Background: an optimization exercise with open tools, aiming at small area. Do not read the settings as production practice. Where RTL was checked, it was by simulation tests only, not by an equivalence proof against the original. No functional check of the RTL was part of run 2. Power is estimated from default activity; no workload was simulated.

==> design/flow/design.v <==
`timescale 1ns / 1ps
module measure_bw#
(
    parameter[63:0] ADDRESS_OFFSET        = 64'h0000_0000,
    parameter       MAX_OUTSTANDING_RREQ  = 8,
    parameter       MAX_OUTSTANDING_WREQ  = 8,
    parameter       AXI_DATA_WIDTH        = 64,
    parameter       AXI_ADDR_WIDTH        = 64
)
(
    input wire  AXI_ACLK, AXI_ARESETN,
    input  wire[6-1 : 0]    S_AXI_AWADDR,   
    input  wire                             S_AXI_AWVALID,  
    output wire                                             S_AXI_AWREADY,
    input  wire[2 : 0]                      S_AXI_AWPROT,
    input  wire[32-1 : 0]    S_AXI_WDATA,      
    input  wire                             S_AXI_WVALID,
    input  wire[(32/8)-1:0]  S_AXI_WSTRB,
    output wire                                             S_AXI_WREADY,
    output  wire[1 : 0]                                     S_AXI_BRESP,
    output  wire                                            S_AXI_BVALID,
    input   wire                            S_AXI_BREADY,
    input  wire[6-1 : 0]    S_AXI_ARADDR,     
    input  wire                             S_AXI_ARVALID,
    input  wire[2 : 0]                      S_AXI_ARPROT,     
    output wire                                             S_AXI_ARREADY,
    output  wire[32-1 : 0]                   S_AXI_RDATA,
    output  wire                                            S_AXI_RVALID,
    output  wire[1 : 0]                                     S_AXI_RRESP,
    input   wire                            S_AXI_RREADY,
    output wire[AXI_ADDR_WIDTH-1 : 0]      M_AXI_ARADDR,     
    output wire                            M_AXI_ARVALID,
    output wire[2:0]                       M_AXI_ARPROT,     
    output wire                            M_AXI_ARLOCK,
    output wire[3:0]                       M_AXI_ARID,
    output wire[7:0]                       M_AXI_ARLEN,
    output wire[2:0]                       M_AXI_ARSIZE,
    output wire[1:0]                       M_AXI_ARBURST,
    output wire[3:0]                       M_AXI_ARCACHE,
    output wire[3:0]                       M_AXI_ARQOS,
    input  wire                                              M_AXI_ARREADY,
    input  wire[AXI_DATA_WIDTH-1 : 0]                        M_AXI_RDATA,
    input  wire                                              M_AXI_RVALID,
    input  wire[1:0]                                         M_AXI_RRESP,
    input  wire                                              M_AXI_RLAST,
    output wire                            M_AXI_RREADY,
    output wire[AXI_ADDR_WIDTH-1:0]        M_AXI_AWADDR,
    output wire                            M_AXI_AWVALID,
    output wire[2:0]                       M_AXI_AWPROT,
    output wire[3:0]                       M_AXI_AWID,
    output wire[7:0]                       M_AXI_AWLEN,
    output wire[2:0]                       M_AXI_AWSIZE,
    output wire[1:0]                       M_AXI_AWBURST,
    output wire                            M_AXI_AWLOCK,
    output wire[3:0]                       M_AXI_AWCACHE,
    output wire[3:0]                       M_AXI_AWQOS,
    input  wire                                              M_AXI_AWREADY,
    output wire[AXI_DATA_WIDTH-1 : 0]      M_AXI_WDATA,
    output wire                            M_AXI_WVALID,
    output wire[(AXI_DATA_WIDTH/8)-1:0]    M_AXI_WSTRB,
    output wire                            M_AXI_WLAST,
    input  wire                                              M_AXI_WREADY,
    input  wire[1:0]                                         M_AXI_BRESP,
    input  wire                                              M_AXI_BVALID,
    output wire                           M_AXI_BREADY
 );
    localparam REG_CTL_STAT = 4'd10;
    genvar i;
    reg       wx, wy, wz;
    reg [3:0] s_awaddr;              
    reg [1:0] s_wdata;               
    assign S_AXI_AWREADY = ~(wx | wy | wz);
    assign S_AXI_WREADY  = ~(wx | wy);
    assign S_AXI_BVALID  = wx;
    wire       s_whs    = S_AXI_WVALID & ~wx & ~wy;
    wire       s_wfirst = wy & wz;                         
    wire [3:0] s_wreg   = wz ? s_awaddr : S_AXI_AWADDR[5:2];
    assign S_AXI_BRESP = {(s_awaddr[3] & (s_awaddr[2] | ~s_awaddr[1] | s_awaddr[0])), 1'b0};
    always @(posedge AXI_ACLK) begin
        wz <= AXI_ARESETN & ~wx & ~wy & (wz | S_AXI_AWVALID);
        wy <= AXI_ARESETN & (s_whs | (wy & ~wx) | (wx & ~S_AXI_BREADY));
        wx <= AXI_ARESETN & ((wy & ~wz & ~wx) | (wx & ~S_AXI_BREADY));
        if (S_AXI_AWREADY) s_awaddr <= S_AXI_AWADDR[5:2];
        s_wdata <= S_AXI_WDATA[1:0];
    end
    reg [31:0] raddr_h, raddr_l, waddr_h, waddr_l, blk_size, blk_count;
    reg [31:0] cstart_h, cstart_l;
    reg        cstart_h_ok, cstart_l_ok;
    always @(posedge AXI_ACLK) begin
        if (s_whs) case (s_wreg)
            4'd0: raddr_h   <= S_AXI_WDATA;
            4'd1: raddr_l   <= S_AXI_WDATA;
            4'd2: waddr_h   <= S_AXI_WDATA;
            4'd3: waddr_l   <= S_AXI_WDATA;
            4'd4: blk_size  <= S_AXI_WDATA;
            4'd5: blk_count <= S_AXI_WDATA;
            4'd6: cstart_h  <= S_AXI_WDATA;
            4'd7: cstart_l  <= S_AXI_WDATA;
            default: ;
        endcase
        cstart_h_ok <= AXI_ARESETN & (cstart_h_ok | (s_whs & s_wreg == 4'd6));
        cstart_l_ok <= AXI_ARESETN & (cstart_l_ok | (s_whs & s_wreg == 4'd7));
    end
    reg start_read, start_write;
    reg r_act, b_act;                
    wire rdone, bdone;               
    wire go = AXI_ARESETN & s_wfirst & (s_awaddr == REG_CTL_STAT)
            & ~start_read & ~r_act & ~start_write & ~b_act & (blk_count[19:0] != 0);
    reg [63:0] cycle_counter, elapsed_read_cycles, elapsed_write_cycles;
    reg [31:0] xfer_block_size;
    reg [3:0]  count_lo;             
    wire [64:0] cc_c;
    wire [63:0] cc_inc;
    assign cc_c[0] = 1'b1;
    generate for (i = 0; i < 64; i = i + 1) begin : g_cc
        assign cc_inc[i]  = cycle_counter[i] ^ cc_c[i];
        assign cc_c[i+1]  = cycle_counter[i] & cc_c[i];
    end endgenerate
    wire [63:0] cstart = {cstart_h & {32{cstart_h_ok}}, cstart_l & {32{cstart_l_ok}}};
    always @(posedge AXI_ACLK) begin
        start_read  <= go & s_wdata[0];
        start_write <= go & s_wdata[1];
        cycle_counter <= go ? cstart : cc_inc;
        if (go) begin
            xfer_block_size <= blk_size;
            count_lo        <= blk_count[3:0];
        end
        if (rdone) elapsed_read_cycles  <= cycle_counter;
        if (bdone) elapsed_write_cycles <= cycle_counter;
    end
    wire [7:0] burst_len = xfer_block_size[10:3] - 1'b1;
    reg  [19:0] ar_n, aw_n;
    wire [20:0] ar_c, aw_c;
    wire [19:0] ar_inc, aw_inc;
    assign ar_c[0] = 1'b1;
    assign aw_c[0] = 1'b1;
    generate for (i = 0; i < 20; i = i + 1) begin : g_n
        assign ar_inc[i]  = ar_n[i] ^ ar_c[i];
        assign ar_c[i+1]  = ar_n[i] & ar_c[i];
        assign aw_inc[i]  = aw_n[i] ^ aw_c[i];
        assign aw_c[i+1]  = aw_n[i] & aw_c[i];
    end endgenerate
    wire ar_last = (&ar_inc[19:4]) & (ar_inc[3:0] == count_lo);
    wire aw_last = (&aw_inc[19:4]) & (aw_inc[3:0] == count_lo);
    reg  [63:0] araddr, awaddr;
    wire [64:0] ara_c, awa_c;
    wire [63:0] ara_sum, awa_sum;
    assign ara_c[0] = 1'b0;
    assign awa_c[0] = 1'b0;
    generate for (i = 0; i < 64; i = i + 1) begin : g_addr
        if (i < 32) begin : g_lo
            assign ara_sum[i] = araddr[i] ^ xfer_block_size[i] ^ ara_c[i];
            assign ara_c[i+1] = (araddr[i] & xfer_block_size[i]) | (ara_c[i] & (araddr[i] ^ xfer_block_size[i]));
            assign awa_sum[i] = awaddr[i] ^ xfer_block_size[i] ^ awa_c[i];
            assign awa_c[i+1] = (awaddr[i] & xfer_block_size[i]) | (awa_c[i] & (awaddr[i] ^ xfer_block_size[i]));
        end else begin : g_hi
            assign ara_sum[i] = araddr[i] ^ ara_c[i];
            assign ara_c[i+1] = araddr[i] & ara_c[i];
            assign awa_sum[i] = awaddr[i] ^ awa_c[i];
            assign awa_c[i+1] = awaddr[i] & awa_c[i];
        end
    end endgenerate
    reg        ar_act;
    reg [3:0]  r_out;                
    assign M_AXI_ARVALID = ar_act & ~r_out[3];
    assign M_AXI_ARADDR  = araddr;
    assign M_AXI_ARID    = ar_n[3:0];
    assign M_AXI_ARLEN   = burst_len;
    assign M_AXI_ARSIZE  = 3'd3;
    assign M_AXI_ARBURST = 2'd1;
    assign M_AXI_ARPROT  = 3'd0;
    assign M_AXI_ARLOCK  = 1'b0;
    assign M_AXI_ARCACHE = 4'd0;
    assign M_AXI_ARQOS   = 4'd0;
    assign M_AXI_RREADY  = r_act;
    wire m_arhs = M_AXI_ARVALID & M_AXI_ARREADY;
    wire m_rlhs = M_AXI_RVALID & M_AXI_RLAST & r_act;
    assign rdone = m_rlhs & ~ar_act & (r_out == 4'd1);
    always @(posedge AXI_ACLK) begin
        ar_act <= AXI_ARESETN & (start_read | (ar_act & ~(m_arhs & ar_last)));
        r_act  <= AXI_ARESETN & (start_read | (r_act & ~rdone));
        if (go) begin
            ar_n   <= {~blk_count[19:4], 4'd0};
            araddr <= {raddr_h, raddr_l};
            r_out  <= 0;
        end else begin
            if (m_arhs) begin
                ar_n   <= ar_inc;
                araddr <= ara_sum;
            end
            r_out <= r_out + m_arhs - m_rlhs;
        end
    end
    reg        aw_act, w_act;
    reg [3:0]  wq_out;               
    reg [3:0]  b_out;                
    reg [8:0]  wbeat;                
    reg [31:0] wdata;
    wire [9:0]  wb_c;
    wire [8:0]  wbeat_inc;
    wire [32:0] wd_c;
    wire [31:0] wdata_inc;
    assign wb_c[0] = 1'b1;
    assign wd_c[0] = 1'b1;
    generate for (i = 0; i < 9; i = i + 1) begin : g_wb
        assign wbeat_inc[i] = wbeat[i] ^ wb_c[i];
        assign wb_c[i+1]    = wbeat[i] & wb_c[i];
    end endgenerate
    generate for (i = 0; i < 32; i = i + 1) begin : g_wd
        assign wdata_inc[i] = wdata[i] ^ wd_c[i];
        assign wd_c[i+1]    = wdata[i] & wd_c[i];
    end endgenerate
    wire wb_last = (wbeat_inc == xfer_block_size[11:3]);
    assign M_AXI_AWVALID = aw_act & ~b_out[3];
    assign M_AXI_AWADDR  = awaddr;
    assign M_AXI_AWID    = aw_n[3:0];
    assign M_AXI_AWLEN   = burst_len;
    assign M_AXI_AWSIZE  = 3'd3;
    assign M_AXI_AWBURST = 2'd1;
    assign M_AXI_AWPROT  = 3'd0;
    assign M_AXI_AWLOCK  = 1'b0;
    assign M_AXI_AWCACHE = 4'd0;
    assign M_AXI_AWQOS   = 4'd0;
    assign M_AXI_WDATA   = {wdata, {(AXI_DATA_WIDTH-32){1'b0}}};
    assign M_AXI_WVALID  = w_act & (wq_out != 0);
    assign M_AXI_WSTRB   = {(AXI_DATA_WIDTH/8){1'b1}};
    assign M_AXI_WLAST   = wb_last;
    assign M_AXI_BREADY  = b_act;
    wire m_awhs = M_AXI_AWVALID & M_AXI_AWREADY;
    wire m_whs  = M_AXI_WVALID & M_AXI_WREADY;
    wire m_wlhs = m_whs & wb_last;
    wire m_bhs  = M_AXI_BVALID & b_act;
    wire wdone  = m_wlhs & ~aw_act & (wq_out == 4'd1);
    assign bdone = m_bhs & ~aw_act & (b_out == 4'd1);
    always @(posedge AXI_ACLK) begin
        aw_act <= AXI_ARESETN & (start_write | (aw_act & ~(m_awhs & aw_last)));
        w_act  <= AXI_ARESETN & (start_write | (w_act & ~wdone));
        b_act  <= AXI_ARESETN & (start_write | (b_act & ~bdone));
        if (go) begin
            aw_n   <= {~blk_count[19:4], 4'd0};
            awaddr <= {waddr_h, waddr_l};
            wq_out <= 0;
            b_out  <= 0;
            wbeat  <= 0;
            wdata  <= 0;
        end else begin
            if (m_awhs) begin
                aw_n   <= aw_inc;
                awaddr <= awa_sum;
            end
            wq_out <= wq_out + m_awhs - m_wlhs;
            b_out  <= b_out  + m_awhs - m_bhs;
            if (m_whs) begin
                wbeat <= wbeat_inc & {9{~wb_last}};
                wdata <= wdata_inc;
            end
        end
    end
    reg        ra, rb;
    reg [31:0] s_rdata;
    reg        s_rerr;
    assign S_AXI_ARREADY = ~(ra | rb);
    assign S_AXI_RVALID  = ra & ~rb;
    assign S_AXI_RDATA   = s_rdata;
    assign S_AXI_RRESP   = {s_rerr, 1'b0};
    wire busy_r_next = go & s_wdata[0] | start_read  | (r_act & ~rdone);
    wire busy_w_next = go & s_wdata[1] | start_write | (b_act & ~bdone);
    wire [3:0] ra_reg = S_AXI_ARADDR[5:2];
    wire sel_cc_h = (ra_reg == 4'd6 & rdone) | (ra_reg == 4'd8 & bdone);
    wire sel_cc_l = (ra_reg == 4'd7 & rdone) | (ra_reg == 4'd9 & bdone);
    wire [31:0] rd_next =
          ({32{ra_reg == 4'd0}} & raddr_h)
        | ({32{ra_reg == 4'd1}} & raddr_l)
        | ({32{ra_reg == 4'd2}} & waddr_h)
        | ({32{ra_reg == 4'd3}} & waddr_l)
        | ({32{ra_reg == 4'd4}} & blk_size)
        | ({32{ra_reg == 4'd5}} & blk_count)
        | ({32{ra_reg == 4'd6 & ~rdone}} & elapsed_read_cycles[63:32])
        | ({32{ra_reg == 4'd7 & ~rdone}} & elapsed_read_cycles[31: 0])
        | ({32{ra_reg == 4'd8 & ~bdone}} & elapsed_write_cycles[63:32])
        | ({32{ra_reg == 4'd9 & ~bdone}} & elapsed_write_cycles[31: 0])
        | ({32{sel_cc_h}} & cycle_counter[63:32])
        | ({32{sel_cc_l}} & cycle_counter[31: 0])
        | ({32{ra_reg == REG_CTL_STAT}} & {30'd0, busy_w_next, busy_r_next})
        | ({32{ra_reg > REG_CTL_STAT}} & 32'h0DEC0DE0);
    always @(posedge AXI_ACLK) begin
        rb <= AXI_ARESETN & ~ra & (rb | S_AXI_ARVALID);
        ra <= AXI_ARESETN & (rb | (ra & ~S_AXI_RREADY));
        if (S_AXI_ARREADY & S_AXI_ARVALID) begin
            s_rerr  <= (ra_reg > REG_CTL_STAT);
            s_rdata <= rd_next;
        end
    end
endmodule
==> design/flow/run.sh <==
#!/bin/bash
# synth_recipe.tcl (not shown) runs the flow's synth.tcl, then flattens the netlist and writes it again
# the make line also repeats each setting of config.mk as NAME=value (left out here)
make -C /OpenROAD-flow-scripts/flow DESIGN_CONFIG=/design/flow/config.mk WORK_HOME=/design/flow/orfs CLKGATE_MAP_FILE= SYNTH_SCRIPT=/design/flow/synth_recipe.tcl finish
==> design/flow/config.mk <==
export PLATFORM = sky130hd
export DESIGN_NAME = measure_bw
export DESIGN_NICKNAME = measure_bw
export VERILOG_FILES = /design/flow/design.v
export SDC_FILE = /design/flow/constraint.sdc
export NUM_CORES = 4
export LEC_CHECK = 0
export CAP_MARGIN = 20
export CORE_MARGIN = 2
export CORE_UTILIZATION = 40
export SLEW_MARGIN = 20
==> design/flow/constraint.sdc <==
create_clock -name core_clock -period 8.0 [get_ports {AXI_ACLK}]
set_input_delay 1.6000 -clock core_clock [delete_from_list [all_inputs] [get_ports {AXI_ACLK}]]
set_output_delay 1.6000 -clock core_clock [all_outputs]
set_load 0.01 [all_outputs]
==> run notes, run 1 <==
# TYPE chip_impl_metric gauge
chip_impl_info{name="timing.setup.critical_path_class",value="flop to flop"} 1
chip_impl_metric{name="netlist_instances",unit=""} 2471
chip_impl_metric{name="synth.yosys.seq_area_share",unit="%"} 64.2
chip_impl_metric{name="largest_net_degree_at_the_start_of_global_routing",unit=""} 188
chip_impl_metric{name="postSynth.asyncResetShare",unit="%"} 0
chip_impl_info{name="critical_path.reg2reg.endpoint",value="awaddr[63]"} 1
chip_impl_metric{name="worst-endpoint-arrival",unit="ps"} 17240
chip_impl_metric{name="antenna_cells_inserted",unit=""} 0
chip_impl_metric{name="ff2ff_setup_slack",unit="ps"} -8880
chip_impl_metric{name="firstDrtPassIters",unit=""} 5
chip_impl_metric{name="route.detailed.drc",unit=""} 0
chip_impl_metric{name="htreeDepth",unit=""} 3
chip_impl_metric{name="vert_die_dim",unit="um"} 292
chip_impl_metric{name="floorplan.io_pins",unit=""} 440
chip_impl_metric{name="ys_ff_latch",unit=""} 758
chip_impl_metric{name="power.ir.vdd_worst",unit="mV"} 0.162
chip_impl_metric{name="crit_path_max_incr_delay",unit="ps"} 400
chip_impl_metric{name="grtUsageTotal",unit="%"} 22.4
chip_impl_metric{name="timing_hold_violations_final",unit=""} 0
chip_impl_metric{name="core",unit="sq um"} 82200
chip_impl_metric{name="critPathMaxFanout",unit=""} 2
chip_impl_metric{name="instance_count_along_the_most_critical_hold_path",unit=""} 0
chip_impl_info{name="violatedChecks",value="negative setup slack"} 1
chip_impl_metric{name="drt.antenna.violating_nets",unit=""} 0
chip_impl_info{name="cts_root_buf",value="sky130_fd_sc_hd__clkbuf_16"} 1
chip_impl_metric{name="slew_headroom",unit="%"} 23.5
chip_impl_metric{name="rows",unit=""} 105
chip_impl_metric{name="place.gp.congestion",unit=""} 0.899
chip_impl_metric{name="finalNetCount",unit=""} 3225
chip_impl_info{name="synth_top_area_cell",value="sky130_fd_sc_hd__edfxtp_1"} 1
chip_impl_metric{name="clock_latency",unit="ps"} 650
chip_impl_info{name="synth-main-ff-cell",value="sky130_fd_sc_hd__edfxtp_1"} 1
chip_impl_metric{name="number_of_distinct_library_cells_after_synthesis",unit=""} 57
chip_impl_metric{name="power.leakage",unit="nW"} 15.4
chip_impl_metric{name="number_of_cell_instances_on_the_worst_register_to_register_path",unit=""} 67
chip_impl_info{name="rsz0062_at_grt",value="true"} 1
chip_impl_info{name="tritoncts",value="built"} 1
chip_impl_metric{name="global_route.overflow_total",unit=""} 0
chip_impl_metric{name="overall_die_area",unit="sq um"} 85500
chip_impl_metric{name="power.density_cell_area",unit="nW/um^2"} 203
chip_impl_metric{name="cts.sinks",unit=""} 758
chip_impl_metric{name="fillCellCount",unit=""} 6936
chip_impl_metric{name="synth_area_per_cell",unit="sq um"} 13.5
chip_impl_info{name="hold_end",value="xfer_block_size[3]"} 1
chip_impl_metric{name="finalWirelength",unit="mm"} 96.3
chip_impl_metric{name="max_freq",unit="MHz"} 59.3
chip_impl_metric{name="synth_warnings",unit=""} 1
chip_impl_info{name="worst_setup_path_startpoint",value="xfer_block_size[0]"} 1
chip_impl_metric{name="syn2layout_area_growth",unit="%"} 25.5
chip_impl_metric{name="first_iter_violations",unit=""} 1962
chip_impl_info{name="start_kind",value="flop"} 1
chip_impl_info{name="rr_startpoint",value="xfer_block_size[0]"} 1
chip_impl_metric{name="first_global_vias",unit=""} 21700
chip_impl_metric{name="final_cycle_share",unit="%"} 211
chip_impl_metric{name="vias",unit=""} 21300
chip_impl_info{name="worst_hold_path_type",value="flop to flop"} 1
chip_impl_metric{name="clock_path_buffers",unit=""} 3
chip_impl_metric{name="clock_pin_transition_on_the_worst_setup_and_hold_timing_paths",unit="ps"} 60
chip_impl_metric{name="time_the_worst_path_needs_with_i_o_delays_and_setup",unit="ps"} 16880
chip_impl_info{name="critPathSlowestCell",value="sky130_fd_sc_hd__edfxtp_1"} 1
chip_impl_metric{name="detailedPlacementHpwl",unit="mm"} 65.8
chip_impl_info{name="outcome",value="failed layout checks"} 1
chip_impl_metric{name="number_of_antenna_violations_at_the_first_check_in_global_routing",unit=""} 7
chip_impl_metric{name="grt_pass1_wl",unit="mm"} 142
chip_impl_metric{name="routed_wire_length_per_instance",unit="um"} 24.4
chip_impl_metric{name="number_of_setup_violations_in_the_final_report",unit=""} 105
chip_impl_info{name="synth.area.top_cells",value="sky130_fd_sc_hd__edfxtp_1 (56%), sky130_fd_sc_hd__dfxtp_1 (8.5%), sky130_fd_sc_hd__ha_1 (8.1%)"} 1
chip_impl_metric{name="finalMaxSlewViolations",unit=""} 0
chip_impl_info{name="holdCritStartpoint",value="blk_size[3]"} 1
chip_impl_metric{name="die_w",unit="um"} 292
chip_impl_metric{name="hold_ws",unit="ps"} 437
chip_impl_metric{name="timing.setup.tns",unit="ps"} -484690
chip_impl_metric{name="synthDominantCellAreaShare",unit="%"} 55.7
chip_impl_metric{name="tightestPinTransition",unit="ps"} 1140
chip_impl_metric{name="max_cap_violations",unit=""} 0
chip_impl_metric{name="port_buffers",unit=""} 281
chip_impl_metric{name="synth-edff-count",unit=""} 617
chip_impl_metric{name="cts_made_buffers",unit=""} 80
chip_impl_metric{name="crit_path_required_time",unit="ps"} 8360
chip_impl_metric{name="final_layout_size_suffix_gt1_share",unit="%"} 16.2
chip_impl_metric{name="post_drt_via_cell_ratio",unit=""} 5.41
chip_impl_info{name="crit_end_category",value="flop"} 1
chip_impl_metric{name="initial_core_util",unit="%"} 40.5
chip_impl_metric{name="final.setup_skew",unit="ps"} 30.7
chip_impl_metric{name="cell_area_after_synthesis",unit="sq um"} 33300
chip_impl_metric{name="layout_setup_ws",unit="ps"} -8880
-- worst max-delay path by stage --
stage / end / slack, ps
CTS: awaddr[63] / -8930
global route: araddr[63] / -9220
global placement: araddr[63] / -8760
floorplan: araddr[63] / -8180
detailed placement: awaddr[63] / -8990
finish: awaddr[63] / -8880
-- layout by cell type, fill, tap and decap left out, types with 14 or more instances in the layout --
master / Yosys / final
sky130_fd_sc_hd__a21oi_1: 16 / 16
sky130_fd_sc_hd__a221oi_1: 46 / 46
sky130_fd_sc_hd__a222oi_1: 14 / 14
sky130_fd_sc_hd__a22oi_1: 107 / 107
sky130_fd_sc_hd__buf_4: 103 / 109
sky130_fd_sc_hd__clkbuf_1: 45 / 26
sky130_fd_sc_hd__clkbuf_16: 0 / 80
sky130_fd_sc_hd__clkdlybuf4s50_1: 0 / 281
sky130_fd_sc_hd__conb_1: 2 / 76
sky130_fd_sc_hd__dfxtp_1: 141 / 138
sky130_fd_sc_hd__edfxtp_1: 617 / 617
sky130_fd_sc_hd__fa_2: 0 / 62
sky130_fd_sc_hd__ha_1: 215 / 89
sky130_fd_sc_hd__ha_4: 0 / 124
sky130_fd_sc_hd__inv_1: 34 / 30
sky130_fd_sc_hd__mux2i_1: 50 / 50
sky130_fd_sc_hd__nand2_1: 548 / 541
sky130_fd_sc_hd__nand3_1: 108 / 108
sky130_fd_sc_hd__nand4_1: 20 / 20
sky130_fd_sc_hd__nor2_1: 92 / 82
sky130_fd_sc_hd__o2bb2ai_1: 30 / 30
sky130_fd_sc_hd__xor2_1: 24 / 24
-- per-stage QoR --
stage                     cells  power, W  utilization [%]  setup slack (ps)  area (sq um)
after detailed placement   3797   0.00489             47.6             -8990         39100
after global placement     3797   0.00487             47.6             -8760         39100
after floorplan            2545   0.00470                -             -8180         35300
after CTS                  3947   0.00853             50.8             -8930         41700
final                      3947   0.00846             50.8             -8880         41800
after global routing       3947   0.00872             50.8             -9220         41800
-- power breakdown --
| group | total (W) | switching (W) | internal, W |
|---|---|---|---|
| sequential | 0.00438 | 0.0000513 | 0.00433 |
| clock | 0.00366 | 0.00160 | 0.00206 |
| combinational | 0.000420 | 0.000246 | 0.000174 |
-- timing repair --
item                                   4_1_cts  5_1_grt
pin swaps                                    3       14
resized for setup                            3        6
endpoints found under the hold margin        0        0
setup endpoints to repair                  105      106
hold buffers                                 0        0
buffers inserted                             1        0
-- cell families (layout without fill, tap and decap cells) --
family,Yosys count,count (layout),share of synthesized area (%)
simple gates,846,846,11.0
flops,758,758,64.2
fa+ha+maj,280,280,12.0
compound gates,251,251,5.90
buf+inv,244,576,4.34
mux,50,50,1.50
xor+xnor,40,40,1.05
other cells,2,76,0.0226
-- Yosys cell counts, types with 12 or more instances --
master,instances
sky130_fd_sc_hd__a21oi_1,16
sky130_fd_sc_hd__a221oi_1,46
sky130_fd_sc_hd__a222oi_1,14
sky130_fd_sc_hd__a22oi_1,107
sky130_fd_sc_hd__buf_2,47
sky130_fd_sc_hd__buf_4,103
sky130_fd_sc_hd__clkbuf_1,45
sky130_fd_sc_hd__dfxtp_1,141
sky130_fd_sc_hd__edfxtp_1,617
sky130_fd_sc_hd__fa_1,65
sky130_fd_sc_hd__ha_1,215
sky130_fd_sc_hd__inv_1,34
sky130_fd_sc_hd__mux2i_1,50
sky130_fd_sc_hd__nand2_1,548
sky130_fd_sc_hd__nand3_1,108
sky130_fd_sc_hd__nand4_1,20
sky130_fd_sc_hd__nor2_1,92
sky130_fd_sc_hd__nor2b_1,12
sky130_fd_sc_hd__nor4_1,13
sky130_fd_sc_hd__o2bb2ai_1,30
sky130_fd_sc_hd__xnor2_1,16
sky130_fd_sc_hd__xor2_1,24
-- final cells by class --
cell class	count	area [sq um]	share of cell area [%]
flip-flops and latches	758	21400	51.1
multi-input cells	1543	12700	30.4
repair buffers	393	3690	8.84
clock buffers	112	2180	5.22
well taps	1070	1340	3.21
clock inverters	37	392	0.938
inverters	34	128	0.306
-- worst max-delay path: cells and delay by family, from the launching register on --
family | cells | cell delay [ps]
fa+ha+maj | 63 | 15840
compound gates | 1 | 70
xor+xnor | 1 | 130
buf+inv | 2 | 120
flops | 1 | 400
-- per-layer routing --
metal | global-route usage [%] | wire, um | vias to the layer above
met1 | 28.2 | 38100 | 10700
met2 | 39.0 | 48500 | 853
met4 | 6.83 | 2910 | 14
met5 | 0 | 82 | -
met3 | 4.11 | 6600 | 174
li1 | - | - | 9593
==> inputs of run 2 (changes only) <==
--- a/design/flow/design.v
+++ b/design/flow/design.v
@@ -65,7 +65,6 @@
     output wire                           M_AXI_BREADY
  );
     localparam REG_CTL_STAT = 4'd10;
-    genvar i;
     reg       wx, wy, wz;
     reg [3:0] s_awaddr;              
     reg [1:0] s_wdata;               
@@ -109,13 +108,8 @@
     reg [63:0] cycle_counter, elapsed_read_cycles, elapsed_write_cycles;
     reg [31:0] xfer_block_size;
     reg [3:0]  count_lo;             
-    wire [64:0] cc_c;
     wire [63:0] cc_inc;
-    assign cc_c[0] = 1'b1;
-    generate for (i = 0; i < 64; i = i + 1) begin : g_cc
-        assign cc_inc[i]  = cycle_counter[i] ^ cc_c[i];
-        assign cc_c[i+1]  = cycle_counter[i] & cc_c[i];
-    end endgenerate
+    mbw_inc #(64) u_cc_inc (.a(cycle_counter), .ci(1'b1), .s(cc_inc));
     wire [63:0] cstart = {cstart_h & {32{cstart_h_ok}}, cstart_l & {32{cstart_l_ok}}};
     always @(posedge AXI_ACLK) begin
         start_read  <= go & s_wdata[0];
@@ -130,36 +124,18 @@
     end
     wire [7:0] burst_len = xfer_block_size[10:3] - 1'b1;
     reg  [19:0] ar_n, aw_n;
-    wire [20:0] ar_c, aw_c;
+    wire        m_arhs, m_awhs;      
     wire [19:0] ar_inc, aw_inc;
-    assign ar_c[0] = 1'b1;
-    assign aw_c[0] = 1'b1;
-    generate for (i = 0; i < 20; i = i + 1) begin : g_n
-        assign ar_inc[i]  = ar_n[i] ^ ar_c[i];
-        assign ar_c[i+1]  = ar_n[i] & ar_c[i];
-        assign aw_inc[i]  = aw_n[i] ^ aw_c[i];
-        assign aw_c[i+1]  = aw_n[i] & aw_c[i];
-    end endgenerate
+    mbw_inc #(20) u_ar_inc (.a(ar_n), .ci(m_arhs), .s(ar_inc));
+    mbw_inc #(20) u_aw_inc (.a(aw_n), .ci(m_awhs), .s(aw_inc));
     wire ar_last = (&ar_inc[19:4]) & (ar_inc[3:0] == count_lo);
     wire aw_last = (&aw_inc[19:4]) & (aw_inc[3:0] == count_lo);
     reg  [63:0] araddr, awaddr;
-    wire [64:0] ara_c, awa_c;
-    wire [63:0] ara_sum, awa_sum;
-    assign ara_c[0] = 1'b0;
-    assign awa_c[0] = 1'b0;
-    generate for (i = 0; i < 64; i = i + 1) begin : g_addr
-        if (i < 32) begin : g_lo
-            assign ara_sum[i] = araddr[i] ^ xfer_block_size[i] ^ ara_c[i];
-            assign ara_c[i+1] = (araddr[i] & xfer_block_size[i]) | (ara_c[i] & (araddr[i] ^ xfer_block_size[i]));
-            assign awa_sum[i] = awaddr[i] ^ xfer_block_size[i] ^ awa_c[i];
-            assign awa_c[i+1] = (awaddr[i] & xfer_block_size[i]) | (awa_c[i] & (awaddr[i] ^ xfer_block_size[i]));
-        end else begin : g_hi
-            assign ara_sum[i] = araddr[i] ^ ara_c[i];
-            assign ara_c[i+1] = araddr[i] & ara_c[i];
-            assign awa_sum[i] = awaddr[i] ^ awa_c[i];
-            assign awa_c[i+1] = awaddr[i] & awa_c[i];
-        end
-    end endgenerate
+    wire [32:0] ara_lo = {1'b0, araddr[31:0]} + {1'b0, xfer_block_size};
+    wire [32:0] awa_lo = {1'b0, awaddr[31:0]} + {1'b0, xfer_block_size};
+    wire [31:0] ara_hi, awa_hi;
+    mbw_inc #(32) u_ara_inc (.a(araddr[63:32]), .ci(m_arhs & ara_lo[32]), .s(ara_hi));
+    mbw_inc #(32) u_awa_inc (.a(awaddr[63:32]), .ci(m_awhs & awa_lo[32]), .s(awa_hi));
     reg        ar_act;
     reg [3:0]  r_out;                
     assign M_AXI_ARVALID = ar_act & ~r_out[3];
@@ -173,7 +149,7 @@
     assign M_AXI_ARCACHE = 4'd0;
     assign M_AXI_ARQOS   = 4'd0;
     assign M_AXI_RREADY  = r_act;
-    wire m_arhs = M_AXI_ARVALID & M_AXI_ARREADY;
+    assign m_arhs = M_AXI_ARVALID & M_AXI_ARREADY;
     wire m_rlhs = M_AXI_RVALID & M_AXI_RLAST & r_act;
     assign rdone = m_rlhs & ~ar_act & (r_out == 4'd1);
     always @(posedge AXI_ACLK) begin
@@ -184,10 +160,9 @@
             araddr <= {raddr_h, raddr_l};
             r_out  <= 0;
         end else begin
-            if (m_arhs) begin
-                ar_n   <= ar_inc;
-                araddr <= ara_sum;
-            end
+            ar_n          <= ar_inc;
+            araddr[63:32] <= ara_hi;
+            if (m_arhs) araddr[31:0] <= ara_lo[31:0];
             r_out <= r_out + m_arhs - m_rlhs;
         end
     end
@@ -196,20 +171,11 @@
     reg [3:0]  b_out;                
     reg [8:0]  wbeat;                
     reg [31:0] wdata;
-    wire [9:0]  wb_c;
     wire [8:0]  wbeat_inc;
-    wire [32:0] wd_c;
     wire [31:0] wdata_inc;
-    assign wb_c[0] = 1'b1;
-    assign wd_c[0] = 1'b1;
-    generate for (i = 0; i < 9; i = i + 1) begin : g_wb
-        assign wbeat_inc[i] = wbeat[i] ^ wb_c[i];
-        assign wb_c[i+1]    = wbeat[i] & wb_c[i];
-    end endgenerate
-    generate for (i = 0; i < 32; i = i + 1) begin : g_wd
-        assign wdata_inc[i] = wdata[i] ^ wd_c[i];
-        assign wd_c[i+1]    = wdata[i] & wd_c[i];
-    end endgenerate
+    wire        m_whs;
+    mbw_inc #(9)  u_wb_inc (.a(wbeat), .ci(1'b1), .s(wbeat_inc));
+    mbw_inc #(32) u_wd_inc (.a(wdata), .ci(m_whs), .s(wdata_inc));
     wire wb_last = (wbeat_inc == xfer_block_size[11:3]);
     assign M_AXI_AWVALID = aw_act & ~b_out[3];
     assign M_AXI_AWADDR  = awaddr;
@@ -226,8 +192,8 @@
     assign M_AXI_WSTRB   = {(AXI_DATA_WIDTH/8){1'b1}};
     assign M_AXI_WLAST   = wb_last;
     assign M_AXI_BREADY  = b_act;
-    wire m_awhs = M_AXI_AWVALID & M_AXI_AWREADY;
-    wire m_whs  = M_AXI_WVALID & M_AXI_WREADY;
+    assign m_awhs = M_AXI_AWVALID & M_AXI_AWREADY;
+    assign m_whs = M_AXI_WVALID & M_AXI_WREADY;
     wire m_wlhs = m_whs & wb_last;
     wire m_bhs  = M_AXI_BVALID & b_act;
     wire wdone  = m_wlhs & ~aw_act & (wq_out == 4'd1);
@@ -244,16 +210,13 @@
             wbeat  <= 0;
             wdata  <= 0;
         end else begin
-            if (m_awhs) begin
-                aw_n   <= aw_inc;
-                awaddr <= awa_sum;
-            end
+            aw_n          <= aw_inc;
+            awaddr[63:32] <= awa_hi;
+            if (m_awhs) awaddr[31:0] <= awa_lo[31:0];
             wq_out <= wq_out + m_awhs - m_wlhs;
             b_out  <= b_out  + m_awhs - m_bhs;
-            if (m_whs) begin
-                wbeat <= wbeat_inc & {9{~wb_last}};
-                wdata <= wdata_inc;
-            end
+            wdata <= wdata_inc;
+            if (m_whs) wbeat <= wbeat_inc & {9{~wb_last}};
         end
     end
     reg        ra, rb;
@@ -292,3 +255,22 @@
         end
     end
 endmodule
+module mbw_inc #(parameter N = 8)
+(
+    input  wire [N-1:0] a,
+    input  wire         ci,
+    output wire [N-1:0] s
+);
+    localparam NB = (N + 7) / 8;
+    wire [NB:0] blk_c;               
+    wire [N:0]  c;
+    assign blk_c[0] = ci;
+    genvar i;
+    generate for (i = 0; i < NB; i = i + 1) begin : g_blk
+        assign blk_c[i+1] = blk_c[i] & (&a[(8*i+7 < N ? 8*i+7 : N-1) : 8*i]);
+    end endgenerate
+    generate for (i = 0; i < N; i = i + 1) begin : g_bit
+        assign c[i]   = (i % 8 == 0) ? blk_c[i/8] : (a[i-1] & c[i-1]);
+        assign s[i]   = a[i] ^ c[i];
+    end endgenerate
+endmodule
==> design/flow/flow/run.sh (new file) <==
#!/bin/bash
# Layout flow: the standard layout (standard.sh) with these changes to how the layout is made:
#  - after the standard synthesis (run unchanged), its combinational logic is re-mapped for area
#    with Yosys/ABC (flow/remap.ys.in, flow/remap.abc); every flip-flop instance is kept as the
#    standard synthesis made it (same names and cell types);
#  - the port buffers that global placement inserts use the smallest buffer cell;
#  - the clock tree uses larger sink clusters and no dummy loads.
# Each tool's whole output goes to a log file of its own in this folder (ORFS steps also keep
# their logs under orfs/logs/).
set -euo pipefail
here=$(pwd)
lib=$FLOW_HOME/platforms/$FLOW_PLATFORM/lib/sky130_fd_sc_hd__tt_025C_1v80.lib
res=$here/orfs/results/$FLOW_PLATFORM/measure_bw/base
yosys_exe=$(command -v yosys || echo "$FLOW_HOME/../tools/install/yosys/bin/yosys")

export BUFFER_PORTS_ARGS="-buffer_cell sky130_fd_sc_hd__buf_1"
export CTS_ARGS="-sink_clustering_enable -repair_clock_nets -sink_clustering_size 26 -sink_clustering_max_diameter 100 -dont_use_dummy_load"

# 1. the standard synthesis
bash standard.sh synth > standard_synth.log 2>&1

# 2. re-map its combinational logic
cp "$res/1_2_yosys.v" "$here/synth_standard.v"
dont_use=$(sed -n '/DONT_USE_CELLS *+=/,/^ *$/p' "$FLOW_HOME/platforms/$FLOW_PLATFORM/config.mk" \
           | grep -o 'sky130_fd_sc_hd__[a-z0-9_]*' | sed 's/^/-dont_use /' | tr '\n' ' ')
printf 'set_driving_cell sky130_fd_sc_hd__buf_1\nset_load 5\n' > "$here/remap.constr"
sed -e "s#@LIB@#$lib#g" -e "s#@IN@#$here/synth_standard.v#" -e "s#@TOP@#$FLOW_TOP#" \
    -e "s#@DONTUSE@#$dont_use#" -e "s#@ABC@#$here/flow/remap.abc#" \
    -e "s#@CONSTR@#$here/remap.constr#" -e "s#@OUT@#$here/synth_remapped.v#" \
    flow/remap.ys.in > "$here/remap.ys"
"$yosys_exe" -s "$here/remap.ys" > remap.log 2>&1
cp "$here/synth_remapped.v" "$res/1_2_yosys.v"
rm -f "$res/1_synth.odb" "$res/1_synth.sdc"

# 3. the rest of the standard layout, from the re-mapped netlist
bash standard.sh > standard.log 2>&1
==> design/flow/flow/remap.abc (new file) <==
strash
ifraig
scorr
dc2
strash
&get -n
&dch -f
&nf -R 1000
&put
topo
stime -c
==> design/flow/flow/remap.ys.in (new file) <==
# Re-map the combinational logic of the standard synthesis's netlist for area.
# Flip-flops are kept as they are (same instances, names and cell types).
read_liberty -overwrite -ignore_miss_func @LIB@
blackbox sky130_fd_sc_hd__df* sky130_fd_sc_hd__edf* sky130_fd_sc_hd__sdf* sky130_fd_sc_hd__sedf* sky130_fd_sc_hd__dl* sky130_fd_sc_hd__conb_1 sky130_fd_sc_hd__buf_4
read_verilog @IN@
hierarchy -top @TOP@
flatten
delete t:$scopeinfo
rename -hide w:*.*
opt_clean
abc -liberty @LIB@ @DONTUSE@ -script @ABC@ -constr @CONSTR@ -D 6000
splitnets
opt_clean -purge
hilomap -singleton -hicell sky130_fd_sc_hd__conb_1 HI -locell sky130_fd_sc_hd__conb_1 LO
insbuf -buf sky130_fd_sc_hd__buf_4 A X
opt_clean -purge
read_liberty -lib -overwrite -ignore_miss_func @LIB@
check
stat -liberty @LIB@
write_verilog -noattr -noexpr -nohex -nodec @OUT@
==> design/flow/standard.sh (new file) <==
#!/bin/bash
# synth_recipe.tcl (not shown) runs the flow's synth.tcl, then flattens the netlist and writes it again
# the make line also repeats each setting of config.mk as NAME=value (left out here)
make -C /OpenROAD-flow-scripts/flow DESIGN_CONFIG=/design/flow/config.mk WORK_HOME=/design/flow/orfs CLKGATE_MAP_FILE= SYNTH_SCRIPT=/design/flow/synth_recipe.tcl "${@:-finish}"
--- a/design/flow/config.mk
+++ b/design/flow/config.mk
@@ -7,5 +7,5 @@
 export LEC_CHECK = 0
 export CAP_MARGIN = 20
 export CORE_MARGIN = 2
-export CORE_UTILIZATION = 40
+export CORE_UTILIZATION = 55
 export SLEW_MARGIN = 20
removed: design/flow/run.sh
==> run 2 against run 1 <==
  * Now clean on timing, DRC and antenna
  * Critical path depth down 27
  * Register-to-register slack better by 9300 ps
  * Non-clock buffer count down 31
  * Flip-flop and latch count unchanged
  * Synthesized cell count up 14%
  * Count of clock-buffer cells in the layout down 76
  * Sequential share of layout area up 6.1 points
  * Die area down 29%
  * Final area down 15%
  * Critical endpoint is now araddr[63]
  * Largest power group unchanged
==> run notes, run 2 <==
# TYPE chip_impl_metric gauge
chip_impl_metric{name="cts.sinks",unit=""} 758
chip_impl_metric{name="crit_path_required_time",unit="ps"} 8410
chip_impl_metric{name="largest_net_degree_at_the_start_of_global_routing",unit=""} 155
chip_impl_metric{name="initial_core_util",unit="%"} 55.8
chip_impl_metric{name="core",unit="sq um"} 57900
chip_impl_info{name="outcome",value="timing/DRC/antenna clean"} 1
chip_impl_info{name="timing.setup.critical_path_class",value="flop to flop"} 1
chip_impl_metric{name="finalMaxSlewViolations",unit=""} 0
chip_impl_metric{name="power.combinational.fraction",unit="%"} 7.3
chip_impl_metric{name="global_route.overflow_total",unit=""} 0
chip_impl_metric{name="vert_die_dim",unit="um"} 246
chip_impl_metric{name="max_cap_violations",unit=""} 0
chip_impl_metric{name="syn2layout_area_growth",unit="%"} 10.3
chip_impl_info{name="rsz0062_at_grt",value="true"} 1
chip_impl_metric{name="postLayoutCellArea",unit="sq um"} 35600
chip_impl_metric{name="overall_die_area",unit="sq um"} 60700
chip_impl_metric{name="synth_warnings",unit=""} 1
chip_impl_info{name="final_cell_mix",value="sky130_fd_sc_hd__edfxtp_1 (521), sky130_fd_sc_hd__nand2_1 (289), sky130_fd_sc_hd__buf_1 (279)"} 1
chip_impl_metric{name="power.leakage",unit="nW"} 12.3
chip_impl_metric{name="cts_made_buffers",unit=""} 36
chip_impl_metric{name="clock_path_buffers",unit=""} 3
chip_impl_metric{name="finalCoreUtilization",unit="%"} 61.5
chip_impl_metric{name="final_layout_size_suffix_gt1_share",unit="%"} 5.36
chip_impl_metric{name="crit_path_max_incr_delay",unit="ps"} 460
chip_impl_metric{name="final_cycle_share",unit="%"} 94.8
chip_impl_metric{name="number_of_setup_violations_in_the_final_report",unit=""} 0
chip_impl_metric{name="finalNetCount",unit=""} 3328
chip_impl_metric{name="worst-endpoint-arrival",unit="ps"} 8000
chip_impl_metric{name="timing_hold_violations_final",unit=""} 0
chip_impl_metric{name="vias",unit=""} 24500
chip_impl_metric{name="psw",unit="W"} 0.00169
chip_impl_metric{name="max_freq",unit="MHz"} 132
chip_impl_metric{name="sw_frac_of_total",unit="%"} 24.0
chip_impl_metric{name="die_w",unit="um"} 246
chip_impl_metric{name="post_cts_hold_buffer_count",unit=""} 0
chip_impl_metric{name="power.density_cell_area",unit="nW/um^2"} 197
chip_impl_info{name="crit_path_frequent_cell",value="sky130_fd_sc_hd__nand2_1"} 1
chip_impl_metric{name="rows",unit=""} 88
chip_impl_metric{name="clock_pin_transition_on_the_worst_setup_and_hold_timing_paths",unit="ps"} 100
chip_impl_metric{name="cell_area_after_synthesis",unit="sq um"} 32300
chip_impl_metric{name="clockPowerShare",unit="%"} 28.4
chip_impl_metric{name="final.setup_skew",unit="ps"} 51.5
chip_impl_metric{name="first_global_vias",unit=""} 22000
chip_impl_metric{name="fillCellCount",unit=""} 4783
chip_impl_info{name="final_common_cell",value="sky130_fd_sc_hd__edfxtp_1"} 1
chip_impl_metric{name="clock_latency",unit="ps"} 600
chip_impl_metric{name="slew_headroom",unit="%"} 24.7
chip_impl_metric{name="power.ir.vdd_worst",unit="mV"} 0.171
chip_impl_metric{name="cell_internal_power",unit="W"} 0.00535
chip_impl_metric{name="detailedPlacementHpwl",unit="mm"} 69.6
chip_impl_info{name="cts_root_buf",value="sky130_fd_sc_hd__clkbuf_16"} 1
chip_impl_metric{name="grtUsageTotal",unit="%"} 31.9
chip_impl_metric{name="tightestPinTransition",unit="ps"} 1120
chip_impl_metric{name="time_the_worst_path_needs_with_i_o_delays_and_setup",unit="ps"} 7590
chip_impl_info{name="critPathSlowestCell",value="sky130_fd_sc_hd__edfxtp_1"} 1
chip_impl_metric{name="finalWirelength",unit="mm"} 99.1
chip_impl_info{name="crit_end_category",value="flop"} 1
chip_impl_metric{name="post_drt_via_cell_ratio",unit=""} 6.19
chip_impl_metric{name="netlist_instances",unit=""} 2812
chip_impl_metric{name="port_buffers",unit=""} 281
chip_impl_metric{name="drt.antenna.violating_nets",unit=""} 0
chip_impl_info{name="tritoncts",value="built"} 1
chip_impl_metric{name="firstDrtPassIters",unit=""} 6
chip_impl_metric{name="final_cell_count_no_fill",unit=""} 3956
chip_impl_metric{name="antenna_cells_inserted",unit=""} 0
chip_impl_metric{name="placed_cells",unit=""} 3912
chip_impl_metric{name="place.gp.congestion",unit=""} 0.935
chip_impl_info{name="start_kind",value="flop"} 1
chip_impl_metric{name="number_of_antenna_violations_at_the_first_check_in_global_routing",unit=""} 0
chip_impl_metric{name="first_iter_violations",unit=""} 3029
chip_impl_metric{name="route.detailed.drc",unit=""} 0
chip_impl_metric{name="routed_wire_length_per_instance",unit="um"} 25.1
chip_impl_metric{name="critPathMaxFanout",unit=""} 5
chip_impl_metric{name="seq_power_share",unit="%"} 64.3
chip_impl_metric{name="placement.cell_area",unit="sq um"} 34600
chip_impl_metric{name="floorplan.io_pins",unit=""} 440
chip_impl_info{name="worst_hold_path_type",value="flop to flop"} 1
chip_impl_metric{name="htreeDepth",unit=""} 2
chip_impl_metric{name="grt_pass1_wl",unit="mm"} 143
chip_impl_metric{name="synth_area_per_cell",unit="sq um"} 11.5
[run 2: layout make-up]
type,count,area (sq um),area share [%]
inverters,30,118,0.330
repair buffers,362,1680,4.71
clock buffers,36,901,2.53
multi-input cells,2005,11600,32.5
well taps,765,957,2.69
flip-flops and latches,758,20400,57.2
[run 2: power groups by stage]
stage	Clock [W]	Combinational, W	Sequential [W]
floorplan	0	0.000306	0.00457
global placement	0	0.000493	0.00459
detailed placement	0	0.000503	0.00460
CTS	0.00202	0.000508	0.00451
global route	0.00214	0.000561	0.00454
finish	0.00200	0.000516	0.00452
[run 2: through the flow]
step,setup slack (ps),total power (W),setup TNS [ps],hold WS (ps)
after global routing,-88.0,0.00725,-96.9,448
after floorplan,-1290,0.00488,-132860,406
after global placement,88.3,0.00508,0,415
final,412,0.00703,0,411
after detailed placement,-97.8,0.00511,-118,422
after CTS,1.24,0.00704,0,417
[run 2: path summary, 6_finish.rpt]
kind	depth (start not counted)	to	slack (ps)	from
worst max-delay path	40	araddr[63]	410	xfer_block_size[0]
worst min-delay path	2	cycle_counter[35]	410	cstart_h[3]
worst max register to register	40	araddr[63]	410	xfer_block_size[0]
worst min register to register	2	cycle_counter[35]	410	cstart_h[3]
[run 2: routing by layer]
| layer | track usage [%] | part of all wire, % | wire length, um | up-vias |
|---|---|---|---|---|
| li1 | - | - | - | 11100 |
| met5 | 0 | 0 | 0 | - |
| met3 | 4.60 | 10 | 10300 | 97 |
| met4 | 6.73 | 2.1 | 2060 | 0 |
| met2 | 48.6 | 45 | 44300 | 1271 |
| met1 | 48.5 | 43 | 42500 | 12100 |
[run 2: critical path: cells and delay by family, from the launching register on]
family / cells / cell delay [ps]
compound gates: 8 / 960
xor+xnor: 1 / 150
fa+ha+maj: 5 / 1920
buf+inv: 1 / 90
flops: 1 / 460
simple gates: 25 / 3820
[run 2: repair_timing]
action,in CTS,in global routing
setup endpoints to repair,3,17
resized for setup,3,38
pin swaps,0,7
buffers inserted,0,8
==> inputs of run 3 (changes only) <==
--- a/design/flow/design.v
+++ b/design/flow/design.v
@@ -231,28 +231,29 @@
     wire [3:0] ra_reg = S_AXI_ARADDR[5:2];
     wire sel_cc_h = (ra_reg == 4'd6 & rdone) | (ra_reg == 4'd8 & bdone);
     wire sel_cc_l = (ra_reg == 4'd7 & rdone) | (ra_reg == 4'd9 & bdone);
+    wire       rd_load = S_AXI_ARREADY & S_AXI_ARVALID;
+    wire       rd_hit  = rd_load & (ra_reg <= REG_CTL_STAT);
     wire [31:0] rd_next =
-          ({32{ra_reg == 4'd0}} & raddr_h)
-        | ({32{ra_reg == 4'd1}} & raddr_l)
-        | ({32{ra_reg == 4'd2}} & waddr_h)
-        | ({32{ra_reg == 4'd3}} & waddr_l)
-        | ({32{ra_reg == 4'd4}} & blk_size)
-        | ({32{ra_reg == 4'd5}} & blk_count)
-        | ({32{ra_reg == 4'd6 & ~rdone}} & elapsed_read_cycles[63:32])
-        | ({32{ra_reg == 4'd7 & ~rdone}} & elapsed_read_cycles[31: 0])
-        | ({32{ra_reg == 4'd8 & ~bdone}} & elapsed_write_cycles[63:32])
-        | ({32{ra_reg == 4'd9 & ~bdone}} & elapsed_write_cycles[31: 0])
-        | ({32{sel_cc_h}} & cycle_counter[63:32])
-        | ({32{sel_cc_l}} & cycle_counter[31: 0])
-        | ({32{ra_reg == REG_CTL_STAT}} & {30'd0, busy_w_next, busy_r_next})
-        | ({32{ra_reg > REG_CTL_STAT}} & 32'h0DEC0DE0);
+          ({32{~rd_load}} & s_rdata)
+        | ({32{rd_hit & ra_reg == 4'd0}} & raddr_h)
+        | ({32{rd_hit & ra_reg == 4'd1}} & raddr_l)
+        | ({32{rd_hit & ra_reg == 4'd2}} & waddr_h)
+        | ({32{rd_hit & ra_reg == 4'd3}} & waddr_l)
+        | ({32{rd_hit & ra_reg == 4'd4}} & blk_size)
+        | ({32{rd_hit & ra_reg == 4'd5}} & blk_count)
+        | ({32{rd_hit & ra_reg == 4'd6 & ~rdone}} & elapsed_read_cycles[63:32])
+        | ({32{rd_hit & ra_reg == 4'd7 & ~rdone}} & elapsed_read_cycles[31: 0])
+        | ({32{rd_hit & ra_reg == 4'd8 & ~bdone}} & elapsed_write_cycles[63:32])
+        | ({32{rd_hit & ra_reg == 4'd9 & ~bdone}} & elapsed_write_cycles[31: 0])
+        | ({32{rd_hit & sel_cc_h}} & cycle_counter[63:32])
+        | ({32{rd_hit & sel_cc_l}} & cycle_counter[31: 0])
+        | ({32{rd_hit & ra_reg == REG_CTL_STAT}} & {30'd0, busy_w_next, busy_r_next})
+        | ({32{rd_load & ~rd_hit}} & 32'h0DEC0DE0);
     always @(posedge AXI_ACLK) begin
         rb <= AXI_ARESETN & ~ra & (rb | S_AXI_ARVALID);
         ra <= AXI_ARESETN & (rb | (ra & ~S_AXI_RREADY));
-        if (S_AXI_ARREADY & S_AXI_ARVALID) begin
-            s_rerr  <= (ra_reg > REG_CTL_STAT);
-            s_rdata <= rd_next;
-        end
+        if (rd_load) s_rerr <= ~rd_hit;
+        s_rdata <= rd_next;
     end
 endmodule
 module mbw_inc #(parameter N = 8)
==> run 3 against run 2 <==
  * Global-route usage grew 0.76 points
  * Die area shrank 1.4%
  * Via count shrank 0.20%
  * Utilization grew 0.32 points
  * Clock skew shrank 4.6 ps
  * Largest cell class unchanged
  * Setup slack lost 77 ps
  * Count of clock-buffer cells in the layout shrank 1
  * Cell count is essentially flat
  * Register-to-register slack lost 80 ps
  * Final area shrank 0.25%
  * Critical path depth grew 1
  * First-iteration DRC count shrank 13%
==> run notes, run 3 <==
# TYPE chip_impl_metric gauge
chip_impl_metric{name="synth_warnings",unit=""} 1
chip_impl_info{name="start_kind",value="flop"} 1
chip_impl_metric{name="power.ir.vdd_worst",unit="mV"} 0.120
chip_impl_info{name="final_cell_mix",value="sky130_fd_sc_hd__edfxtp_1 (489), sky130_fd_sc_hd__nand2_1 (316), sky130_fd_sc_hd__buf_1 (280)"} 1
chip_impl_metric{name="post_drt_via_cell_ratio",unit=""} 6.18
chip_impl_metric{name="finalMaxSlewViolations",unit=""} 0
chip_impl_metric{name="netlist_instances",unit=""} 2773
chip_impl_metric{name="detailedPlacementHpwl",unit="mm"} 66.2
chip_impl_info{name="critPathSlowestCell",value="sky130_fd_sc_hd__dfxtp_1"} 1
chip_impl_metric{name="firstDrtPassIters",unit=""} 9
chip_impl_metric{name="first_global_vias",unit=""} 23000
chip_impl_metric{name="final_cycle_share",unit="%"} 95.8
chip_impl_metric{name="cts.sinks",unit=""} 758
chip_impl_metric{name="drt.antenna.violating_nets",unit=""} 0
chip_impl_metric{name="htreeDepth",unit=""} 2
chip_impl_metric{name="cts_made_buffers",unit=""} 35
chip_impl_metric{name="final_layout_size_suffix_gt1_share",unit="%"} 6.68
chip_impl_metric{name="max_cap_violations",unit=""} 0
chip_impl_metric{name="initial_core_util",unit="%"} 55.4
chip_impl_info{name="timing.setup.critical_path_class",value="flop to flop"} 1
chip_impl_metric{name="port_buffers",unit=""} 281
chip_impl_metric{name="overall_die_area",unit="sq um"} 59900
chip_impl_metric{name="timing_hold_violations_final",unit=""} 0
chip_impl_metric{name="cell_area_after_synthesis",unit="sq um"} 31900
chip_impl_info{name="final_common_cell",value="sky130_fd_sc_hd__edfxtp_1"} 1
chip_impl_metric{name="tightestPinTransition",unit="ps"} 1100
chip_impl_metric{name="vias",unit=""} 24400
chip_impl_metric{name="global_route.overflow_total",unit=""} 0
chip_impl_metric{name="place.gp.congestion",unit=""} 0.890
chip_impl_metric{name="rows",unit=""} 88
chip_impl_metric{name="max_freq",unit="MHz"} 130
chip_impl_metric{name="first_iter_violations",unit=""} 2648
chip_impl_info{name="tritoncts",value="built"} 1
chip_impl_metric{name="timing.setup.tns",unit="ps"} 0
chip_impl_metric{name="postLayoutCellArea",unit="sq um"} 35600
chip_impl_metric{name="clock_pin_transition_on_the_worst_setup_and_hold_timing_paths",unit="ps"} 100
chip_impl_metric{name="die_w",unit="um"} 245
chip_impl_metric{name="slew_headroom",unit="%"} 26.8
chip_impl_info{name="crit_end_category",value="flop"} 1
chip_impl_metric{name="time_the_worst_path_needs_with_i_o_delays_and_setup",unit="ps"} 7660
chip_impl_metric{name="finalCoreUtilization",unit="%"} 61.9
chip_impl_metric{name="route.detailed.drc",unit=""} 0
chip_impl_metric{name="grt_pass1_wl",unit="mm"} 146
chip_impl_metric{name="finalWirelength",unit="mm"} 99.5
chip_impl_metric{name="core",unit="sq um"} 57500
chip_impl_metric{name="number_of_setup_violations_in_the_final_report",unit=""} 0
chip_impl_metric{name="largest_net_degree_at_the_start_of_global_routing",unit=""} 142
chip_impl_metric{name="placement.cell_area",unit="sq um"} 34600
chip_impl_metric{name="power.leakage",unit="nW"} 12.4
chip_impl_metric{name="routed_wire_length_per_instance",unit="um"} 25.2
chip_impl_metric{name="grtUsageTotal",unit="%"} 32.6
chip_impl_metric{name="vert_die_dim",unit="um"} 245
chip_impl_metric{name="clock_path_buffers",unit=""} 3
chip_impl_metric{name="crit_path_required_time",unit="ps"} 8440
chip_impl_metric{name="syn2layout_area_growth",unit="%"} 11.6
chip_impl_metric{name="crit_path_max_incr_delay",unit="ps"} 330
chip_impl_metric{name="power.density_cell_area",unit="nW/um^2"} 201
chip_impl_metric{name="final.setup_skew",unit="ps"} 47.0
chip_impl_metric{name="number_of_antenna_violations_at_the_first_check_in_global_routing",unit=""} 5
chip_impl_info{name="worst_hold_path_type",value="flop to flop"} 1
chip_impl_info{name="outcome",value="timing/DRC/antenna clean"} 1
chip_impl_metric{name="clock_latency",unit="ps"} 610
chip_impl_metric{name="critPathMaxFanout",unit=""} 4
chip_impl_info{name="cts_root_buf",value="sky130_fd_sc_hd__clkbuf_16"} 1
chip_impl_metric{name="synth_area_per_cell",unit="sq um"} 11.5
chip_impl_metric{name="hold_ws",unit="ps"} 426
chip_impl_metric{name="floorplan.io_pins",unit=""} 440
chip_impl_metric{name="worst-endpoint-arrival",unit="ps"} 8110
chip_impl_metric{name="finalNetCount",unit=""} 3324
-- run 3: critical path, delay by kind of cell (launching register included) --
family,cells,cell delay [ps]
AND/OR/NAND/NOR,38,6840
flip-flops,1,330
buffers and inverters,1,140
XOR/XNOR,1,110
AO/OA/AOI/OAI,1,80
-- run 3: per-stage QoR --
stage	cells	setup slack, ps	total power [W]
4_1_cts	3948	53.6	0.00715
2_1_floorplan	2847	-672	0.00497
3_3_place_gp	3913	52.0	0.00520
6_report	3954	336	0.00715
5_1_grt	3953	-32.8	0.00737
3_5_place_dp	3913	-22.8	0.00523
-- run 3: path summary, 6_finish.rpt --
kind	cells past startpoint	end	start	slack, ps
worst min-delay path	2	cycle_counter[62]	cstart_h[30]	430
worst max-delay path	41	cycle_counter[61]	cycle_counter[2]	340
worst min register to register	2	cycle_counter[62]	cstart_h[30]	430
worst max register to register	41	cycle_counter[61]	cycle_counter[2]	340
-- run 3: timing repair --
item,CTS,global route
endpoints found under the setup margin,4,22
pin swaps,0,3
resized for setup,2,29
hold buffers,0,0
setup buffers,0,4
hold endpoints to repair,0,0
-- run 3: final cells by class --
type | count | area (sq um)
fillers | 4812 | 21900
flip-flops and latches | 758 | 20100
multi-input cells | 1966 | 11600
repair buffers | 399 | 1950
well taps | 765 | 957
clock buffers | 35 | 876
inverters | 29 | 114
diodes | 2 | 5.00
-- run 3: per-layer routing --
layer  routed length (um)  track usage [%]
met1                41000             45.5
met2                46700             53.0
met3                 9120             5.53
met4                 2640             9.02
met5                   30                0
-- run 3: power by group --
| part | internal [W] | total [W] | leakage [nW] | switching [W] |
|---|---|---|---|---|
| combinational | 0.000241 | 0.000593 | 5.48 | 0.000352 |
| sequential | 0.00436 | 0.00456 | 6.52 | 0.000208 |
| clock | 0.000792 | 0.00199 | 0.431 | 0.00120 |
==> inputs of run 4 (changes only) <==
==> design/flow/flow/remap.abc (replaced) <==
strash
ifraig
scorr
dc2
strash
&get -n
&deepsyn -T 120
&dch -f
&nf -R 1000
&put
topo
stime -c
==> design/flow/config.mk (replaced) <==
export PLATFORM = sky130hd
export DESIGN_NAME = measure_bw
export DESIGN_NICKNAME = measure_bw
export VERILOG_FILES = /design/flow/design.v
export SDC_FILE = /design/flow/constraint.sdc
export NUM_CORES = 4
export LEC_CHECK = 0
export CAP_MARGIN = 10
export CORE_MARGIN = 2
export CORE_UTILIZATION = 70
export SLEW_MARGIN = 10
==> run 4 against run 3 <==
  * The layout now fails its checks (negative setup slack)
  * Non-clock buffer count grew 203
  * Register-to-register slack lost 3500 ps
  * Area after synthesis down 4.2%
  * Hold slack lost 23 ps
  * Synthesized cell count decreased by 7.5%
  * Critical path type unchanged
  * Highest routed layer unchanged
==> run notes, run 4 <==
# TYPE chip_impl_metric gauge
chip_impl_metric{name="number_of_antenna_violations_at_the_first_check_in_global_routing",unit=""} 2
chip_impl_info{name="violatedChecks",value="negative setup slack"} 1
chip_impl_metric{name="power.ir.vdd_worst",unit="mV"} 0.232
chip_impl_metric{name="cts_made_buffers",unit=""} 35
chip_impl_info{name="timing.setup.critical_path_class",value="flop to flop"} 1
chip_impl_metric{name="placement.cell_area",unit="sq um"} 33800
chip_impl_metric{name="routed_wire_length_per_instance",unit="um"} 24.4
chip_impl_metric{name="max_freq",unit="MHz"} 89.9
chip_impl_metric{name="fillCellCount",unit=""} 2351
chip_impl_metric{name="vias",unit=""} 24800
chip_impl_metric{name="number_of_cell_instances_on_the_worst_register_to_register_path",unit=""} 57
chip_impl_metric{name="post_cts_hold_buffer_count",unit=""} 0
chip_impl_metric{name="slew_headroom",unit="%"} 15.6
chip_impl_metric{name="floorplan.io_pins",unit=""} 440
chip_impl_info{name="final_common_cell",value="sky130_fd_sc_hd__edfxtp_1"} 1
chip_impl_info{name="outcome",value="failed layout checks"} 1
chip_impl_metric{name="worst-endpoint-arrival",unit="ps"} 11610
chip_impl_metric{name="route.detailed.drc",unit=""} 0
chip_impl_metric{name="timing_hold_violations_final",unit=""} 0
chip_impl_info{name="final_cell_mix",value="sky130_fd_sc_hd__edfxtp_1 (489), sky130_fd_sc_hd__buf_4 (302), sky130_fd_sc_hd__nand2_1 (286)"} 1
chip_impl_metric{name="tightestPinTransition",unit="ps"} 1260
chip_impl_info{name="grt_most_used_layer",value="met2"} 1
chip_impl_info{name="critPathSlowestCell",value="sky130_fd_sc_hd__edfxtp_1"} 1
chip_impl_metric{name="vert_die_dim",unit="um"} 213
chip_impl_metric{name="ff2ff_setup_slack",unit="ps"} -3120
chip_impl_metric{name="finalNetCount",unit=""} 3318
chip_impl_metric{name="clock_pin_transition_on_the_worst_setup_and_hold_timing_paths",unit="ps"} 100
chip_impl_metric{name="final_cycle_share",unit="%"} 139
chip_impl_metric{name="number_of_setup_violations_in_the_final_report",unit=""} 59
chip_impl_metric{name="die_w",unit="um"} 213
chip_impl_metric{name="power.density_cell_area",unit="nW/um^2"} 191
chip_impl_metric{name="finalMaxSlewViolations",unit=""} 0
chip_impl_metric{name="layout_setup_ws",unit="ps"} -3120
chip_impl_info{name="start_kind",value="flop"} 1
## run 4: cell types whose count changed in the layout (fill, tap and decap cells not counted), moves of 18 or more
cell	change
sky130_fd_sc_hd__and3_4	+22
sky130_fd_sc_hd__o21ai_1	+42
sky130_fd_sc_hd__nand2_1	-30
sky130_fd_sc_hd__buf_4	+185
sky130_fd_sc_hd__and2_4	+24
sky130_fd_sc_hd__xor2_1	-24
sky130_fd_sc_hd__o21ai_0	-105
sky130_fd_sc_hd__buf_6	+18
sky130_fd_sc_hd__nor2_1	-49
sky130_fd_sc_hd__mux2i_1	-36
sky130_fd_sc_hd__a21oi_1	-49
sky130_fd_sc_hd__xnor2_1	-46
sky130_fd_sc_hd__a21oi_2	+29
## run 4: metrics by stage
step	total power, W	instances	hold slack [ps]	setup WS, ps
after global routing	0.00711	3767	430	-3380
after global placement	0.00501	3621	414	-2920
final	0.00696	3767	404	-3120
after detailed placement	0.00504	3622	420	-3210
after CTS	0.00689	3737	394	-2870
after floorplan	0.00481	2638	406	-2560
## run 4: worst paths after layout
path	startpoint	endpoint
setup / recovery	araddr[1]	araddr[61]
hold / removal	cstart_l[1]	cycle_counter[1]
setup reg to reg	araddr[1]	araddr[61]
hold reg to reg	cstart_l[1]	cycle_counter[1]
## run 4: cell type report
| type | instances | area share [%] |
|---|---|---|
| inverter | 18 | 0.210 |
| tap | 585 | 2.01 |
| multi-input combinational | 1768 | 30.4 |
| timing repair buffer | 602 | 9.74 |
| sequential | 758 | 55.2 |
| antenna | 1 | 0.00688 |
| clock buffer | 35 | 2.41 |
## run 4: what timing repair did
item                                   CTS  global route
pin swaps                               53            67
setup buffers                           81            39
gates resized for setup                107           118
setup endpoints to repair               68            68
endpoints found under the hold margin    0             0
## run 4: layer usage
metal / wire, um / vias to the layer above
met5: 12 / -
met4: 4580 / 2
met3: 12300 / 335
met2: 42800 / 1918
met1: 32200 / 11800
li1: - / 10700
## run 4: power breakdown
part / internal [W] / total, W / switching (W)
logic: 0.000222 / 0.000543 / 0.000321
clock network: 0.000791 / 0.00195 / 0.00116
registers: 0.00431 / 0.00447 / 0.000156
total: 0.00532 / 0.00696 / 0.00164
## run 4: worst max-delay path, delay by kind of cell (launching register included)
kind	cells	cell delay [ps]
AND/OR/NAND/NOR	27	4210
adder cells (fa/ha/maj)	10	3430
AO/OA/AOI/OAI	20	2910
flip-flops	1	440

-- separate check: timing with driven ports --
The flow's constraints put no driver on any port. The routed layouts listed below were extracted and timed again, unchanged, in two steps.
Step 1 (the two cells are an assumption about what drives the block):
set clk [get_ports {AXI_ACLK}]
set_driving_cell -lib_cell sky130_fd_sc_hd__clkbuf_16 $clk
set_driving_cell -lib_cell sky130_fd_sc_hd__buf_2 [delete_from_list [all_inputs] $clk]
Step 2, shift: input delay + t, output delay - t, t = (earliest + latest rising clock arrival at the registers) / 2. This alone moves slack from input paths to output paths.
Slacks: no drivers / after step 1 / after step 2; pairs: no drivers / after step 1.
| run | t, ns | setup slack, ns | worst data-port slew with drivers (ns) |
|---|---|---|---|
| run 1 | 0.704 | -8.876 / -8.876 / -8.876 | 0.11 |
| run 2 | 0.641 | 0.412 / 0.412 / 0.412 | 0.06 |
| run 3 | 0.648 | 0.336 / 0.336 / 0.336 | 0.09 |
| run 4 | 0.612 | -3.120 / -3.120 / -3.120 | 0.09 |
